This design comes from an exercise in tuning for small area on the open sky130 flow, not from production work. For this run, only the layout was checked, not whether the RTL still works. Power and IR drop assume default switching activity.

**design/flow/constraint.sdc**
```tcl
create_clock -name core_clock -period 7.0 [get_ports {clk}]
set_input_delay 1.4000 -clock core_clock [delete_from_list [all_inputs] [get_ports {clk}]]
set_output_delay 1.4000 -clock core_clock [all_outputs]
set_load 0.01 [all_outputs]
```
**design/flow/config.mk**
```make
export PLATFORM = sky130hd
export DESIGN_NAME = mini16sc_cpu
export DESIGN_NICKNAME = mini16sc_cpu
export VERILOG_FILES = /design/flow/design.v
export SDC_FILE = /design/flow/constraint.sdc
export NUM_CORES = 4
export LEC_CHECK = 0
export CAP_MARGIN = 20
export CORE_MARGIN = 2
export CORE_UTILIZATION = 40
export SLEW_MARGIN = 20
```
**design/flow/run.sh**
```bash
#!/bin/bash
# synth_recipe.tcl (not shown) runs the flow's synth.tcl, then flattens the netlist and writes it again
# the make line also repeats each setting of config.mk as NAME=value (left out here)
make -C /OpenROAD-flow-scripts/flow DESIGN_CONFIG=/design/flow/config.mk WORK_HOME=/design/flow/orfs CLKGATE_MAP_FILE= SYNTH_SCRIPT=/design/flow/synth_recipe.tcl finish
```
**design/flow/design.v**
```verilog
module mini16sc_cpu
  #(
    parameter WIDTH_I = 16,
    parameter WIDTH_D = 16,
    parameter DEPTH_I = 10,
    parameter DEPTH_D = 10,
    parameter DEPTH_REG = 5
    )
  (
   input                    clk,
   input                    reset,
   input                    soft_reset,
   output reg [DEPTH_I-1:0] mem_i_r_addr,
   input [WIDTH_I-1:0]      mem_i_r_data,
   output reg [DEPTH_D-1:0] mem_d_r_addr,
   input [WIDTH_D-1:0]      mem_d_r_data,
   output reg [DEPTH_D-1:0] mem_d_w_addr,
   output reg [WIDTH_D-1:0] mem_d_w_data,
   output reg               mem_d_we
   );
  localparam TRUE = 1'b1;
  localparam FALSE = 1'b0;
  localparam ONE = 1'd1;
  localparam ZERO = 1'd0;
  localparam FFFF = {WIDTH_D{1'b1}};
  localparam SHIFT_BITS = $clog2(WIDTH_D);
  localparam DEPTH_OPERAND = 5;
  localparam MUL_DELAY = 3;
  localparam BL_OFFSET = 1'd1;
  localparam I_NOP  = 5'h00;
  localparam I_ST   = 5'h01;
  localparam I_MVC  = 5'h02;
  localparam I_BA   = 5'h03;
  localparam I_BC   = 5'h04;
  localparam I_MUL  = 5'h05;
  localparam I_SR   = 5'h06;
  localparam I_SL   = 5'h07;
  localparam I_SRA  = 5'h08;
  localparam I_ADD  = 5'h10;
  localparam I_SUB  = 5'h11;
  localparam I_AND  = 5'h12;
  localparam I_OR   = 5'h13;
  localparam I_XOR  = 5'h14;
  localparam I_MV   = 5'h15;
  localparam I_MVIL = 5'h16;
  localparam I_MVS  = 5'h17;
  localparam I_BL   = 5'h18;
  localparam I_LD   = 5'h19;
  localparam I_CNZ  = 5'h1a;
  localparam I_CNM  = 5'h1b;
  localparam SP_REG_MVC = 0;
  localparam SP_REG_MVIL = 1;
  reg [WIDTH_I-1:0]        inst;
  wire [DEPTH_OPERAND-1:0] ol_d;
  wire [DEPTH_OPERAND-1:0] ol_a;
  wire [10:0]              im_l;
  wire                     is_im;
  wire [4:0]               op;
  reg                      do_jump;
  reg [DEPTH_I-1:0]        jump_addr;
  reg [WIDTH_D-1:0]        reg_data_w;
  reg [WIDTH_D-1:0]        reg_data_r_d;
  reg [WIDTH_D-1:0]        reg_data_r_a;
  wire [WIDTH_D-1:0]       reg_addr_a;
  reg [DEPTH_REG-1:0]      reg_addr_w;
  reg                      reg_we;
  reg [WIDTH_D-1:0]        alu_din_d,  alu_din_a;
  reg [WIDTH_D-1:0]        result_sl,  sl_pd,  sl_pa,  sl_b;
  reg [WIDTH_D-1:0]        result_sr,  sr_pd,  sr_pa,  sr_b;
  reg [WIDTH_D-1:0]        result_sra, sra_pd, sra_pa, sra_b;
  reg [WIDTH_D-1:0]        result_mul, mul_pd, mul_pa;
  reg [WIDTH_D-1:0]        mul_b [0:MUL_DELAY];
  reg [WIDTH_D-1:0]        regfile [0:(1<<DEPTH_REG)-1];
  reg [WIDTH_D-1:0]        reg_sp [0:3];
  reg                      reg_a_nz;
  reg                      reg_a_nm;
  integer                  i;
  assign ol_d = inst[15:11];
  assign ol_a = inst[10:6];
  assign is_im = inst[5];
  assign op = inst[4:0];
  assign im_l = inst[15:5];
  always @*
  begin
    reg_data_r_d = regfile[ol_d];
    reg_data_r_a = regfile[ol_a];
    reg_a_nz = (reg_data_r_a != ZERO);
    reg_a_nm = (reg_data_r_a[WIDTH_D-1] == 1'b0);
    case (op)
      I_MVC:   reg_addr_w = SP_REG_MVC;
      I_MVIL:  reg_addr_w = SP_REG_MVIL;
      default: reg_addr_w = ol_d;
    endcase
    if ((op[4] == TRUE) || ((op == I_MVC) && (reg_a_nz == TRUE)))
      reg_we = TRUE;
    else
      reg_we = FALSE;
    if ((op == I_BA) || ((op == I_BC) && (reg_data_r_d != ZERO)) || (op == I_BL))
    begin
      do_jump = TRUE;
      jump_addr = reg_data_r_a;
    end
    else
    begin
      do_jump = FALSE;
      jump_addr = ZERO;
    end
    alu_din_d = reg_data_r_d;
    if (is_im == TRUE)
      alu_din_a = $signed(ol_a);
    else
      alu_din_a = reg_data_r_a;
    case (op)
      I_ADD: reg_data_w = alu_din_d + alu_din_a;
      I_SUB: reg_data_w = alu_din_d - alu_din_a;
      I_AND: reg_data_w = alu_din_d & alu_din_a;
      I_OR:  reg_data_w = alu_din_d | alu_din_a;
      I_XOR: reg_data_w = alu_din_d ^ alu_din_a;
      I_MV:  reg_data_w = alu_din_a;
      I_MVC: reg_data_w = alu_din_d;
      I_MVS: reg_data_w = reg_sp[alu_din_a[1:0]];
      I_BL:  reg_data_w = mem_i_r_addr + BL_OFFSET;
      I_LD:  reg_data_w = mem_d_r_data;
      I_MVIL: reg_data_w = im_l;
      I_CNZ:
        begin
          if (reg_a_nz == TRUE)
            reg_data_w = {WIDTH_D{TRUE}};
          else
            reg_data_w = {WIDTH_D{FALSE}};
        end
      I_CNM:
        begin
          if (reg_a_nm == TRUE)
            reg_data_w = {WIDTH_D{TRUE}};
          else
            reg_data_w = {WIDTH_D{FALSE}};
        end
      default: reg_data_w = ZERO;
    endcase
  end
  always @(posedge clk)
  begin
    if (reg_we == 1'b1)
    begin
      regfile[reg_addr_w] <= reg_data_w;
    end
    if (reset == TRUE)
    begin
      mem_i_r_addr <= ZERO;
    end
    else
    begin
      if (soft_reset == TRUE)
      begin
        mem_i_r_addr <= ZERO;
      end
      else
      begin
        if (do_jump == TRUE)
        begin
          mem_i_r_addr <= jump_addr;
        end
        else
        begin
          mem_i_r_addr <= mem_i_r_addr + ONE;
        end
      end
    end
    if (reset == TRUE)
      inst <= ZERO;
    else
      inst <= mem_i_r_data;
    if (op == I_LD)
      mem_d_r_addr <= reg_data_r_a;
    if (op == I_ST)
      mem_d_w_addr <= reg_data_r_d;
    if (op == I_ST)
      mem_d_w_data <= alu_din_a;
    if (op == I_ST)
      mem_d_we <= TRUE;
    else
      mem_d_we <= FALSE;
    if (op == I_MUL)
    begin
      mul_pd <= alu_din_d;
      mul_pa <= alu_din_a;
    end
    mul_b[0] <= mul_pd * mul_pa;
    for (i = 0; i < MUL_DELAY; i = i + 1)
    begin: gen_mul_b
      mul_b[i + 1] <= mul_b[i];
    end
    reg_sp[3] <= mul_b[MUL_DELAY];
    if (op == I_SL)
    begin
      sl_pd <= alu_din_d;
      sl_pa <= alu_din_a;
    end
    sl_b <= sl_pd << sl_pa;
    reg_sp[0] <= sl_b;
    if (op == I_SR)
    begin
      sr_pd <= alu_din_d;
      sr_pa <= alu_din_a;
    end
    sr_b <= sr_pd >> sr_pa;
    reg_sp[1] <= sr_b;
    if (op == I_SRA)
    begin
      sra_pd <= alu_din_d;
      sra_pa <= alu_din_a;
    end
    sra_b <= $signed(sra_pd) >>> sra_pa;
    reg_sp[2] <= sra_b;
  end
endmodule
```
==> run notes <==
-- cell usage after synthesis (19+ instances only) --
cell type,count
nor2b_1,42
clkbuf_1,100
a22oi_1,57
a21oi_1,79
fa_1,81
mux2i_1,151
and2_1,78
buf_1,19
mux2_2,26
o21ai_0,58
mux4_2,264
nor2_1,162
o211ai_1,28
inv_1,158
xnor2_1,57
a222oi_1,22
edfxtp_1,676
nand3_1,34
nor3_1,26
dfxtp_1,203
nand2_1,197
a221oi_1,23
ha_1,102
buf_2,30
-- worst register-to-register path, delay by kind of cell, from the launching register on --
family | cells | cell delay [ns]
simple gates | 3 | 0.53
compound gates | 4 | 1.30
mux | 4 | 1.54
buf+inv | 3 | 1.17
flops | 1 | 0.96
fa+ha+maj | 1 | 0.47
-- metal layers --
metal | global-route usage | wire length (um)
met5 | 0 | 0
met4 | 0.100 | 5510
met3 | 0.0486 | 11600
met2 | 0.391 | 63000
met1 | 0.345 | 56400
-- cell families after synthesis --
family                     share of synthesized area
AOI/OAI and AO/OA                             0.0609
xor gates and xnor gates                      0.0152
buffers and inverters                         0.0329
and+or+nand+nor                               0.0713
adders and majority gates                     0.0678
muxes                                          0.181
DFF                                            0.570
-- where the power goes --
part	switching (mW)	total [mW]	internal [mW]
clock network	2.08	4.95	2.87
registers	0.155	6.11	5.95
logic	1.04	1.69	0.650
-- final cells by class --
| type | instances | area, um^2 |
|---|---|---|
| multi-input combinational | 1699 | 17100 |
| clock buffer | 117 | 2540 |
| tap | 1391 | 1740 |
| fill | 9043 | 56800 |
| sequential | 879 | 24400 |
| inverter | 163 | 612 |
| clock inverter | 53 | 522 |
| timing repair buffer | 208 | 1830 |
-- worst max-delay path by stage --
stage	startpoint	to	slack, ns	cells after the start
after detailed placement	inst[11]	regfile[26][13]	0.65	14
after global placement	inst[11]	regfile[30][14]	0.75	19
final	inst[11]	regfile[4][15]	0.73	15
after CTS	inst[11]	regfile[21][13]	0.59	14
after floorplan	inst[12]	regfile[0][14]	1.60	19
after global routing	inst[11]	regfile[4][15]	0.23	15
-- metrics by stage --
| step | total power, mW | hold WS (ns) | cells | setup WS, ns | util |
|---|---|---|---|---|---|
| after CTS | 12.8 | 0.325 | 4510 | 0.586 | 0.462 |
| after global placement | 7.88 | 0.311 | 4340 | 0.748 | 0.433 |
| final | 12.8 | 0.321 | 4510 | 0.729 | 0.462 |
| after detailed placement | 7.90 | 0.312 | 4340 | 0.649 | 0.433 |
| after global routing | 13.2 | 0.328 | 4510 | 0.232 | 0.462 |
| after floorplan | 7.21 | 0.310 | 2909 | 1.60 | - |
==> run notes <==
- For this run, the number of Yosys warnings is 3.
- Entering global routing, the biggest net connects 64 pins.
- After routing, the total negative slack on setup checks comes to 0 ns.
- The core region is 0.106 mm^2.
- The share of the Yosys chip area taken by registers is 0.570.
- Of all flip-flops after synthesis, the portion carrying an async set or reset was 0.
- The final design instance area without fill is 0.0487 mm^2.
- In this run the critical register-to-register path is captured at regfile[4][15].
- The number of cells upsized or downsized after cts is 0.
- On the final layout, the worst clock skew is 0.0602 ns.
- The worst hold path passes through 0 cells.
- The initial antenna violation count is 1.
- The antenna cell count is 0.
- The initial utilization of the core area, before any placement, comes to 0.405.
- The area share of the leading cell type in the synthesized netlist is 0.475.
- The number of buffers and inverters on the critical path is 3.
- The count of endpoints failing setup in the final report is 0.
- The global-route wire length before repair is 195000 um.
- The signal on the critical path passes through buf_12 -> mux4_2 -> mux4_2 -> mux2i_1 -> inv_1 -> ha_1 -> a21oi_1 -> a21oi_1 -> o31ai_1 -> o21ai_0 -> nand4_1 -> mux2i_1 -> nor4b_2 -> nand2_1 -> buf_4.
- The synthesis-to-finish area growth is 14.1%.
- The startpoint identified for the worst hold timing path is sra_b[4].
- The width of the die is 331 um.
- TritonCTS built the clock tree.
- The aggregate global-route resource usage is 0.250.
- The top cell types in the final layout, fill and taps aside, are edfxtp_1, mux4_2, nand2_1, dfxtp_1, inv_1.
- The number of routed nets with antenna violations is 0.
- The class of the tightest hold or removal check is reg -> reg.
- STA puts the critical path data arrival time at 6.65 ns.
- The port buffer count is 81.
- Once the clock tree was built, the setup fixing pass inserted 0 buffers.
- The mean number of vias per cell is 6.04.
- The die covers 0.109 mm^2.
- The post-route minimum period is 6.27 ns.
- Counting every sink on the clock net gives 879.
- Synthesis instantiated 80 different standard cells from the library.
- VDD sags by at most 0.184 mV.
- STA classifies the critical path endpoint as a flop.
- Setup repair after global routing left no endpoint under its margin.
- The share of layout cells above drive strength 1 is 0.204.
- For this block, the initial DRC count from the detailed router was 3576.
- In this run the cell area measured after placement is 0.0457 mm^2.
- The count of final max-slew check failures is 0.
- By area the synthesized netlist is led by edfxtp_1, mux4_2, dfxtp_1.
- At the end of routability-driven placement, the weighted congestion stood at 0.947.
- Dividing the detail-routed wire length by the instance count gives 30.3 um.
- The power density normalized to cell area is 262 mW/mm^2.
- The clock tree synthesis step divided the H-tree into 3 levels.
- Detailed placement ended at an HPWL of 94900 um.
- No sink is reached through more buffers than the 3 on the longest clock path.
- The run finished with no timing, DRC or antenna violations.
- The critical path in this run is classified as reg -> reg.
- The cell family contributing the most delay on the critical path is multiplexers.
- The height of the chip is 331 um.
- The required arrival time at the worst endpoint is 7.38 ns.
- The register with the most flip-flops in the layout has 512 of them.
- Along the worst path, the maximum fanout reaches 63.
- Summed over all layers, the global routing overflow is 0.
- The net total in the final layout is 3260.
- The measured slew at the worst slew-check pin is 1.13 ns.
- The commonest register cell after synthesis is edfxtp_1.
- The synthesized area divided by synthesized cell count is 14.7 um^2.
- Buffers inserted to repair hold after CTS numbered 0.
- After detailed routing, the number of remaining DRC violations is 0.
- The library cell used as clock root buffer is clkbuf_16.
- The post-synthesis net count is 3127.
- The synthesized design contains 676 enable-type register cells.
- The final route contains 27.2k vias.
- The worst register-to-register path has a setup slack of 0.73 ns.
- In this run the cell area of the synthesized design comes to 0.0427 mm^2.
- The number of optimization iterations in the first detailed-route pass is 7.
- Summed over all cells, the static leakage comes to 17.1 nW.
- The worst setup path is launched from a flop.
- The slowest cell on the critical path is dfxtp_4.
- Counting cells, the worst reg-to-reg path comes to 15.
- The worst register-to-register path begins at inst[11].
- Clock tree synthesis inserted a total of 91 buffers.
- The clock latency of the later-clocked register in the worst-skew pair is 0.70 ns.
- In the synthesized netlist, the number of instances is 2909.
- The number of rows in the core area is 119.
- The largest registers in the layout are regfile x512, mul_b x64, reg_sp x64.
- The via count of the first global-routing pass was 27.2k.
- Timing would allow up to 0.159 GHz.
- The number of top-level design ports is 82.
- The cell taking the most area after synthesis is edfxtp_1.
- The number of failing hold endpoints at the final stage is 0.
- The hold-critical path endpoint is reg_sp[2][4].
- The most frequent standard cell in the layout excluding fill and tap cells is edfxtp_1.
- The maximum single-stage delay on the critical path is 0.96 ns.
- The flip-flop and latch count after synthesis is 879.
- The relative max-transition margin is 0.244.
- The register containing the most flip-flops in the final layout is regfile.
- The wire length reported by the detailed router is 137000 um.
- Dividing the final minimum period by the clock period gives 0.896.
- The count of max-cap constraint violations is 0.
- After clock tree synthesis, the clock-pin slew on the worst setup and hold paths is 0.06 ns.

==> static timing again, ports no longer ideal <==
Ports are ideal in the flow. The routed layout listed here was re-timed in OpenROAD.
Step 1 assumes that a clkbuf_16 drives the clock port and a buf_2 every other input.
Step 2 moves the port delays by t, midway between the first and last clock arrival at a register: inputs arrive t later, outputs are due t later. That takes back most of the time a late clock gives input paths.
Slacks: ideal / step 1 / step 2; pairs: ideal / step 1.
shift t [ns]: 0.735
setup slack, ns: 0.729 / 0.729 / 0.729
hold WS [ns]: 0.321 / 0.321 / 0.321
slew at the worst register clock pin (ns): 0.08 / 0.08
pins driven straight from the clock port: 1
After both steps this run still meets setup and hold. The setup slack of this run moves by 0.000 ns with the drivers and by 0.000 ns with both steps.
